Source: an optimization exercise on an open RTL-to-GDS flow (aim: small area). Production flows keep margins and buffers that such runs may drop.
Only simulation tests tie the RTL to the original design; equivalence was not proved.
Power is estimated from default activity; no workload was simulated.

## run A
==> flow/design.v (excerpt) <==
module LCDDisplay(Clk, Rst, Cheat, Slow, Wait, ReactionTime, LCDUpdate, LCDAck, LCD_Data, LCD_E, LCD_RS, LCD_RW);
export LEC_CHECK = 0
export CAP_MARGIN = 20
export CORE_MARGIN = 2
export CORE_UTILIZATION = 40
export SLEW_MARGIN = 20
create_clock -name core_clock -period 10.0 [get_ports {Clk}]
standard.sh (not shown) runs the stock make flow with config.mk's settings and CLKGATE_MAP_FILE= SYNTH_SCRIPT=/design/flow/synth_recipe.tcl, a recipe that flattens the netlist after the stock synthesis.
==> flow/flow/run.sh <==
#!/bin/bash
# Layout flow: the standard ORFS flow (standard.sh), with four changes
# that only affect which cells make up the layout:
#  - synthesis maps the logic with an area-oriented ABC script (abc_area.script
#    here) instead of ORFS's delay-oriented one with up-sizing;
#  - Yosys's full/half-adder extraction is skipped (ADDER_MAP_FILE empty), so
#    ABC sees the counters as plain logic;
#  - the port buffers are the smallest buffer, sky130_fd_sc_hd__buf_1;
#  - clock tree synthesis uses sky130_fd_sc_hd__clkbuf_8 and adds no dummy
#    loads.
# Everything else (synthesis script, floorplan, power grid, tap cells,
# placement, CTS, routing) is ORFS's, run through standard.sh.
set -euo pipefail
W=$PWD
rm -rf "$W/scripts"
cp -r "$FLOW_HOME/scripts" "$W/scripts"
cp "$W/flow/abc_area.script" "$W/scripts/abc_area.script"
bash standard.sh SCRIPTS_DIR="$W/scripts" ABC_AREA=1 ADDER_MAP_FILE= \
  "BUFFER_PORTS_ARGS=-buffer_cell sky130_fd_sc_hd__buf_1" \
  "CTS_ARGS=-sink_clustering_enable -repair_clock_nets -dont_use_dummy_load -buf_list sky130_fd_sc_hd__clkbuf_16 -sink_clustering_size 50 -sink_clustering_max_diameter 1000" finish > "$W/flow.log" 2>&1
==> flow/flow/abc_area.script <==
strash
&get -n
&deepsyn -T 60
&put
dch -f
map -a
topo
Run A finished end to end and its layout was clean on timing, DRC and antenna.
The following lists how run B was set up differently from run A:
--- a/flow/flow/run.sh
+++ b/flow/flow/run.sh
@@ -19,2 +19,2 @@
   "BUFFER_PORTS_ARGS=-buffer_cell sky130_fd_sc_hd__buf_1" \
-  "CTS_ARGS=-sink_clustering_enable -repair_clock_nets -dont_use_dummy_load -buf_list sky130_fd_sc_hd__clkbuf_16 -sink_clustering_size 50 -sink_clustering_max_diameter 1000" finish > "$W/flow.log" 2>&1
+  "CTS_ARGS=-sink_clustering_enable -repair_clock_nets -dont_use_dummy_load -buf_list sky130_fd_sc_hd__clkbuf_8 -sink_clustering_size 50 -sink_clustering_max_diameter 500" finish > "$W/flow.log" 2>&1
Results
In terms of total routing resource utilization after global routing, run A and run B differ only marginally.
Run B and run A ended up with nearly the same clock transition at the registers of the reported paths.
Summary of run B over run A: post-route minimum period now sits higher, switching power went down about 7.5%, cell area saw a decrease, combinational power flat, sequential power comparable.


Setup of the baseline:
The RTL this note starts from:
==> flow/design.v <==
`timescale 1ns / 1ns
module Bin2BCD(Clk, Load, Binary, En, Step, Ring);
   input Clk;
   input Load;
   input [11:0] Binary;
   input En;
   input [3:0] Step;
   output reg [11:0] Ring;
   function [3:0] fix;
      input [3:0] d;
      input Add;
      begin
         fix[3] = d[3] | Add;
         fix[2] = (~Add & d[2]) | (Add & d[3] & d[0]);
         fix[1] = (~Add & d[1]) | (Add & ((d[2] & d[1] & d[0]) | (d[3] & ~d[0])));
         fix[0] = (~Add & d[0]) | (Add & ~d[0] & (d[3] | (d[2] & d[1])));
      end
   endfunction
   wire [3:0] Ones = {Ring[1:0], Ring[11:10]};
   wire [3:0] Tens = Ring[5:2];
   wire [2:0] Hund = Ring[8:6];
   wire AddOnes = En & (Step >= 4'd3) & (Ones[3] | (Ones[2] & (Ones[1] | Ones[0])));
   wire AddTens = En & (Step >= 4'd7) & (Tens[3] | (Tens[2] & (Tens[1] | Tens[0])));
   wire [3:0] FixOnes = fix(Ones, AddOnes);
   wire [3:0] FixTens = fix(Tens, AddTens);
   wire [2:0] FixHund = Hund & ~{3{En & (Step == 4'd10) & Hund[2] & ~Hund[1] & Hund[0]}};
   wire [11:0] Fixed = {FixOnes[1:0], Ring[9], FixHund, FixTens, FixOnes[3:2]};
   always @(posedge Clk)
      if (Load) Ring <= Binary;
      else Ring <= {Fixed[10:0], Fixed[11]};
endmodule
`timescale 1ns / 1ns
module LcdInterface(Rst, Clk, Go, DispReact, DispTime, LCD_Data, LCD_E, LCD_RS, LCD_RW);
   input Clk, Rst;
   input Go;
   input DispReact;
   input [9:0] DispTime;
   output reg [11:8] LCD_Data;
   output reg LCD_E, LCD_RS;
   output LCD_RW;
   assign LCD_RW = 1'b0;
   reg [4:0] Slot;
   reg [3:0] Phase;
   reg LineReact;
   always @(posedge Clk) begin
      if (Rst) begin
         Slot <= 5'd9;
         Phase <= 4'd1;
      end
      else if (Slot == 5'd0) begin
         if (Go) Slot <= 5'd15;
      end
      else if (Phase == 4'd11) begin
         Phase <= 4'd0;
         Slot <= Slot + 5'd1;
      end
      else
         Phase <= Phase + 4'd1;
   end
   wire Load = (Slot == 5'd15) && (Phase == 4'd0);
   wire [11:0] Digits;
   Bin2BCD Bin2BCD_0 (Clk, Load, {DispTime[1:0] & {2{~DispReact}}, DispTime},
                      (Slot == 5'd15) && LineReact && (Phase != 4'd11), Phase, Digits);
   always @(posedge Clk)
      if (Load) LineReact <= DispReact;
   wire [1:0] LineCode = Digits[3:2];
   localparam [127:0] InitString = "Reaction Timer  ",
                      CheatString = "No Cheating!    ",
                      SlowString = "Too Slow!       ",
                      WaitString = "Wait for LEDs...",
                      ReactionString = "0.000 s         ";
   wire [3:0] Idx = ~Slot[3:0];    
   reg [7:0] Char;
   always @(*) begin
      if (LineReact) begin
         Char = ReactionString[{Idx, 3'b000} +: 8];
         if (Slot[3:0] == 4'd2) Char[3:0] = Digits[3:0];
         if (Slot[3:0] == 4'd3) Char[3:0] = Digits[11:8];
         if (Slot[3:0] == 4'd4) Char[3:0] = Digits[7:4];
      end
      else case (LineCode)
         2'd0: Char = InitString[{Idx, 3'b000} +: 8];
         2'd1: Char = CheatString[{Idx, 3'b000} +: 8];
         2'd2: Char = SlowString[{Idx, 3'b000} +: 8];
         default: Char = WaitString[{Idx, 3'b000} +: 8];
      endcase
   end
   always @(*) begin
      LCD_Data = 4'h0;
      LCD_E = 1'b0;
      LCD_RS = 1'b0;
      if (Slot[4]) begin
         LCD_RS = (Phase >= 4'd3 && Phase <= 4'd6);
         if (Phase == 4'd3) begin LCD_E = 1'b1; LCD_Data = Char[7:4]; end
         if (Phase == 4'd5) begin LCD_E = 1'b1; LCD_Data = Char[3:0]; end
      end
      else if (Slot == 5'd15) begin
         if (Phase == 4'd3) begin LCD_E = 1'b1; LCD_Data = 4'h8; end
         if (Phase == 4'd5) LCD_E = 1'b1;
      end
      else if (Slot != 5'd0) begin
         case ({Slot[2:0], Phase})
            {3'd1, 4'd3}: begin LCD_Data = 4'h3; end
            {3'd1, 4'd4}: begin LCD_E = 1'b1; LCD_Data = 4'h3; end
            {3'd1, 4'd5}: begin LCD_Data = 4'h3; end
            {3'd1, 4'd6}: begin LCD_E = 1'b1; LCD_Data = 4'h3; end
            {3'd1, 4'd7}: begin LCD_Data = 4'h3; end
            {3'd1, 4'd8}: begin LCD_E = 1'b1; LCD_Data = 4'h3; end
            {3'd1, 4'd9}: begin LCD_Data = 4'h3; end
            {3'd1, 4'd10}: begin LCD_Data = 4'h2; end
            {3'd1, 4'd11}: begin LCD_E = 1'b1; LCD_Data = 4'h2; end
            {3'd2, 4'd0}: begin LCD_Data = 4'h2; end
            {3'd2, 4'd1}: begin LCD_E = 1'b1; LCD_Data = 4'h2; end
            {3'd2, 4'd3}: begin LCD_E = 1'b1; LCD_Data = 4'h8; end
            {3'd2, 4'd5}: begin LCD_E = 1'b1; end
            {3'd2, 4'd7}: begin LCD_E = 1'b1; LCD_Data = 4'h6; end
            {3'd2, 4'd9}: begin LCD_E = 1'b1; end
            {3'd2, 4'd11}: begin LCD_E = 1'b1; LCD_Data = 4'hc; end
            {3'd3, 4'd1}: begin LCD_E = 1'b1; end
            {3'd3, 4'd3}: begin LCD_E = 1'b1; LCD_Data = 4'h1; end
            default: ;
         endcase
      end
   end
endmodule
`timescale 1ns / 1ns
module LCDDisplay(Clk, Rst, Cheat, Slow, Wait, ReactionTime, LCDUpdate, LCDAck, LCD_Data, LCD_E, LCD_RS, LCD_RW);
   input Clk, Rst;
   input Cheat, Slow, Wait;
   input [9:0] ReactionTime;
   input LCDUpdate;
   output reg LCDAck;
   output [11:8] LCD_Data;
   output LCD_E, LCD_RS, LCD_RW;
   localparam M_Init = 2'd0, M_Cheat = 2'd1, M_Slow = 2'd2, M_Wait = 2'd3;
   localparam S_Wait = 3'd0,
              S_LCDAck = 3'd1,
              S_Init = 3'd2,
              S_Reaction = {1'b1, M_Init},
              S_Cheat = {1'b1, M_Cheat},
              S_Slow = {1'b1, M_Slow},
              S_WaitString = {1'b1, M_Wait};
   reg [2:0] State;
   reg DispReact;
   reg [9:0] DispTime;
   wire GO = (State == S_LCDAck) | LCDAck;
   LcdInterface LcdInterface_0 (Rst, Clk, GO, DispReact, DispTime, LCD_Data, LCD_E, LCD_RS, LCD_RW);
   always @(posedge Clk) begin
      if (Rst) begin
         State <= S_Init;
         LCDAck <= 0;
      end
      else begin
         LCDAck <= (State == S_LCDAck);
         case (State)
            S_Wait: begin
               if (LCDUpdate) begin
                  if (Cheat) State <= S_Cheat;
                  else if (Slow) State <= S_Slow;
                  else if (Wait) State <= S_WaitString;
                  else State <= S_Reaction;
               end
            end
            S_LCDAck: begin
               if (!LCDUpdate) State <= S_Wait;
            end
            S_Init: State <= S_Wait;
            default: State <= S_LCDAck;    
         endcase
      end
   end
   always @(posedge Clk) begin
      if (Rst) begin
         DispReact <= 0;
         DispTime[1:0] <= M_Init;
      end
      else if (State[2]) begin
         DispReact <= (State == S_Reaction);
         DispTime[1:0] <= (State == S_Reaction) ? ReactionTime[1:0] : State[1:0];
      end
   end
   always @(posedge Clk)
      if (State == S_Reaction) DispTime[9:2] <= ReactionTime[9:2];
endmodule
Settings: LEC_CHECK=0, CAP_MARGIN=20, CORE_MARGIN=2, CORE_UTILIZATION=40, SLEW_MARGIN=20; clock period 10.0 ns.
==> flow/flow/run.sh <==
#!/bin/bash
# Layout flow: the standard ORFS flow (standard.sh), with these changes,
# which only affect which cells make up the layout:
#  - synthesis maps the logic with an area-oriented ABC script (abc_area.script
#    here: deep AIG optimisation, then area mapping) instead of ORFS's
#    delay-oriented one with up-sizing. The synthesis is run three times, with
#    three random seeds for the AIG optimisation, each in its own ORFS work
#    folder (orfs_<seed>); the run with the smallest cell area is kept and the
#    layout continues from it in orfs/;
#  - Yosys's full/half-adder extraction is skipped (ADDER_MAP_FILE empty), so
#    ABC sees the counters as plain logic;
#  - the port buffers are the smallest buffer, sky130_fd_sc_hd__buf_1;
#  - clock tree synthesis uses sky130_fd_sc_hd__clkbuf_8 and adds no dummy
#    loads.
# Everything else (synthesis script, floorplan, power grid, tap cells,
# placement, routing) is ORFS's, run through standard.sh.
set -euo pipefail
W=$PWD
SEEDS="1 2 3"
for s in $SEEDS; do
  rm -rf "$W/scripts_$s" "$W/orfs_$s"
  cp -r "$FLOW_HOME/scripts" "$W/scripts_$s"
  sed "s/@SEED@/$s/" "$W/flow/abc_area.script" > "$W/scripts_$s/abc_area.script"
done
pids=""
for s in $SEEDS; do
  bash standard.sh WORK_HOME="$W/orfs_$s" SCRIPTS_DIR="$W/scripts_$s" ABC_AREA=1 \
    ADDER_MAP_FILE= synth > "$W/synth_$s.log" 2>&1 &
  pids="$pids $!"
done
for p in $pids; do wait "$p"; done
best=""
best_area=""
for s in $SEEDS; do
  a=$(grep "Chip area for module" "$W/orfs_$s/reports/sky130hd/LCDDisplay/base/synth_stat.txt" | awk '{print $NF}')
  echo "seed $s: synthesis cell area $a" | tee -a "$W/seeds.log"
  if [[ -z "$best" ]] || awk -v a="$a" -v b="$best_area" 'BEGIN { exit !(a < b) }'; then
    best=$s
    best_area=$a
  fi
done
echo "kept seed $best" | tee -a "$W/seeds.log"
rm -rf "$W/orfs"
cp -a "$W/orfs_$best" "$W/orfs"
bash standard.sh SCRIPTS_DIR="$W/scripts_$best" ABC_AREA=1 ADDER_MAP_FILE= \
  "BUFFER_PORTS_ARGS=-buffer_cell sky130_fd_sc_hd__buf_1" \
  "CTS_ARGS=-sink_clustering_enable -repair_clock_nets -dont_use_dummy_load -buf_list sky130_fd_sc_hd__clkbuf_8 -sink_clustering_size 50 -sink_clustering_max_diameter 500" \
  finish > "$W/flow.log" 2>&1
==> flow/flow/abc_area.script <==
strash
&get -n
&deepsyn -T 240 -S @SEED@
&put
dch -f
map -a
topo
The baseline | stages: all done | timing, DRC, antenna: all pass
Edits applied to the flow inputs when going from the baseline to the candidate:
==> flow/flow/run.sh <==
#!/bin/bash
# Layout flow: the standard ORFS flow (standard.sh), with four changes
# that only affect which cells make up the layout:
#  - synthesis maps the logic with an area-oriented ABC script (abc_area.script
#    here) instead of ORFS's delay-oriented one with up-sizing;
#  - Yosys's full/half-adder extraction is skipped (ADDER_MAP_FILE empty), so
#    ABC sees the counters as plain logic;
#  - the port buffers are the smallest buffer, sky130_fd_sc_hd__buf_1;
#  - clock tree synthesis uses sky130_fd_sc_hd__clkbuf_8 and adds no dummy
#    loads.
# Everything else (synthesis script, floorplan, power grid, tap cells,
# placement, CTS, routing) is ORFS's, run through standard.sh.
set -euo pipefail
W=$PWD
rm -rf "$W/scripts"
cp -r "$FLOW_HOME/scripts" "$W/scripts"
cp "$W/flow/abc_area.script" "$W/scripts/abc_area.script"
bash standard.sh SCRIPTS_DIR="$W/scripts" ABC_AREA=1 ADDER_MAP_FILE= \
  "BUFFER_PORTS_ARGS=-buffer_cell sky130_fd_sc_hd__buf_1" \
  "CTS_ARGS=-repair_clock_nets -dont_use_dummy_load -buf_list sky130_fd_sc_hd__clkbuf_8" finish > "$W/flow.log" 2>&1
==> flow/flow/abc_area.script <==
strash
dc2
dch -f
map -a
topo
### Flow results
- From the baseline to the candidate the numbers moved as follows: final clock period utilization by the worst path lost 0.81 points, power share of the combinational group went down by 3.3 points, number of cells traversed by the worst hold path shows no meaningful change, number of unique standard cell types used by synthesis fell 21%.
- Summary of the candidate over the baseline: total of hold buffers inserted after clock tree synthesis comparable, data arrival at the endpoint of the critical path lost 80 ps, post-synthesis cell area now larger.


Starts from the design.v that is shown in full above.
clock: 10.0 ns
lec_check: 0
cap_margin: 20
core_margin: 2
core_utilization: 40
slew_margin: 20
==> flow/flow/run.sh <==
#!/bin/bash
# Layout flow: the standard ORFS flow (standard.sh), with four changes
# that only affect which cells make up the layout:
#  - synthesis maps the logic with an area-oriented ABC script (abc_area.script
#    here) instead of ORFS's delay-oriented one with up-sizing;
#  - Yosys's full/half-adder extraction is skipped (ADDER_MAP_FILE empty), so
#    ABC sees the counters as plain logic;
#  - the port buffers are the smallest buffer, sky130_fd_sc_hd__buf_1;
#  - clock tree synthesis uses sky130_fd_sc_hd__clkbuf_8 and adds no dummy
#    loads.
# Everything else (synthesis script, floorplan, power grid, tap cells,
# placement, CTS, routing) is ORFS's, run through standard.sh.
set -euo pipefail
W=$PWD
rm -rf "$W/scripts"
cp -r "$FLOW_HOME/scripts" "$W/scripts"
cp "$W/flow/abc_area.script" "$W/scripts/abc_area.script"
bash standard.sh SCRIPTS_DIR="$W/scripts" ABC_AREA=1 ADDER_MAP_FILE= \
  "BUFFER_PORTS_ARGS=-buffer_cell sky130_fd_sc_hd__buf_1" \
  "CTS_ARGS=-sink_clustering_enable -repair_clock_nets -dont_use_dummy_load -buf_list sky130_fd_sc_hd__clkbuf_8 -sink_clustering_size 40 -sink_clustering_max_diameter 1000 -sink_clustering_levels 1 -sink_clustering_buffer sky130_fd_sc_hd__clkbuf_16 -root_buf sky130_fd_sc_hd__clkbuf_16" finish > "$W/flow.log" 2>&1
==> flow/flow/abc_area.script <==
strash
dc2
dch -f
map -a
topo
Then changed:
--- a/flow/flow/run.sh
+++ b/flow/flow/run.sh
@@ -19,2 +19,2 @@
   "BUFFER_PORTS_ARGS=-buffer_cell sky130_fd_sc_hd__buf_1" \
-  "CTS_ARGS=-sink_clustering_enable -repair_clock_nets -dont_use_dummy_load -buf_list sky130_fd_sc_hd__clkbuf_8 -sink_clustering_size 40 -sink_clustering_max_diameter 1000 -sink_clustering_levels 1 -sink_clustering_buffer sky130_fd_sc_hd__clkbuf_16 -root_buf sky130_fd_sc_hd__clkbuf_16" finish > "$W/flow.log" 2>&1
+  "CTS_ARGS=-sink_clustering_enable -repair_clock_nets -dont_use_dummy_load -buf_list sky130_fd_sc_hd__clkbuf_8 -sink_clustering_size 40 -sink_clustering_max_diameter 1000 -sink_buffer_max_cap_derate 1.0" finish > "$W/flow.log" 2>&1
Clock power came out lower by a quarter to a third.
Total power went down by about a fifth.
Setup slack gets worse by 0.042 ns.

-- static timing again, ports no longer ideal --
Ports are ideal in the flow. The routed layouts listed here were re-timed in OpenROAD. Step 1 (the two cells are an assumption about what drives the block):
set clk [get_ports {Clk}]
set_driving_cell -lib_cell sky130_fd_sc_hd__clkbuf_16 $clk
set_driving_cell -lib_cell sky130_fd_sc_hd__buf_2 [delete_from_list [all_inputs] $clk]
Step 2 times the ports against the registers' clock, not the clock port: input delays grow and output delays shrink by t, the midpoint of the rising clock arrivals with the driver on. Slacks: ideal / step 1 / step 2; pairs: ideal / step 1.
run | shift t [ns] | setup slack, ns | worst hold slack (ns) | slew at the worst register clock pin (ns) | worst slew at a driven data input, ns
run A | 0.304 | 5.044 / 5.012 / 5.316 | 0.443 / 0.443 / 0.443 | 0.06 / 0.06 | 0.03
run B | 0.304 | 4.975 / 4.947 / 5.251 | 0.444 / 0.444 / 0.444 | 0.07 / 0.07 | 0.03
the baseline | 0.300 | 4.822 / 4.798 / 5.098 | 0.435 / 0.435 / 0.435 | 0.07 / 0.07 | 0.03
the candidate | 0.309 | 4.903 / 4.876 / 5.185 | 0.456 / 0.456 / 0.456 | 0.08 / 0.08 | 0.03
the first run of note 3 | 0.311 | 4.944 / 4.909 / 5.220 | 0.452 / 0.452 / 0.452 | 0.06 / 0.06 | 0.03
the second run of note 3 | 0.309 | 4.903 / 4.876 / 5.185 | 0.456 / 0.456 / 0.456 | 0.08 / 0.08 | 0.03
After both steps setup and hold are still met in every run listed.
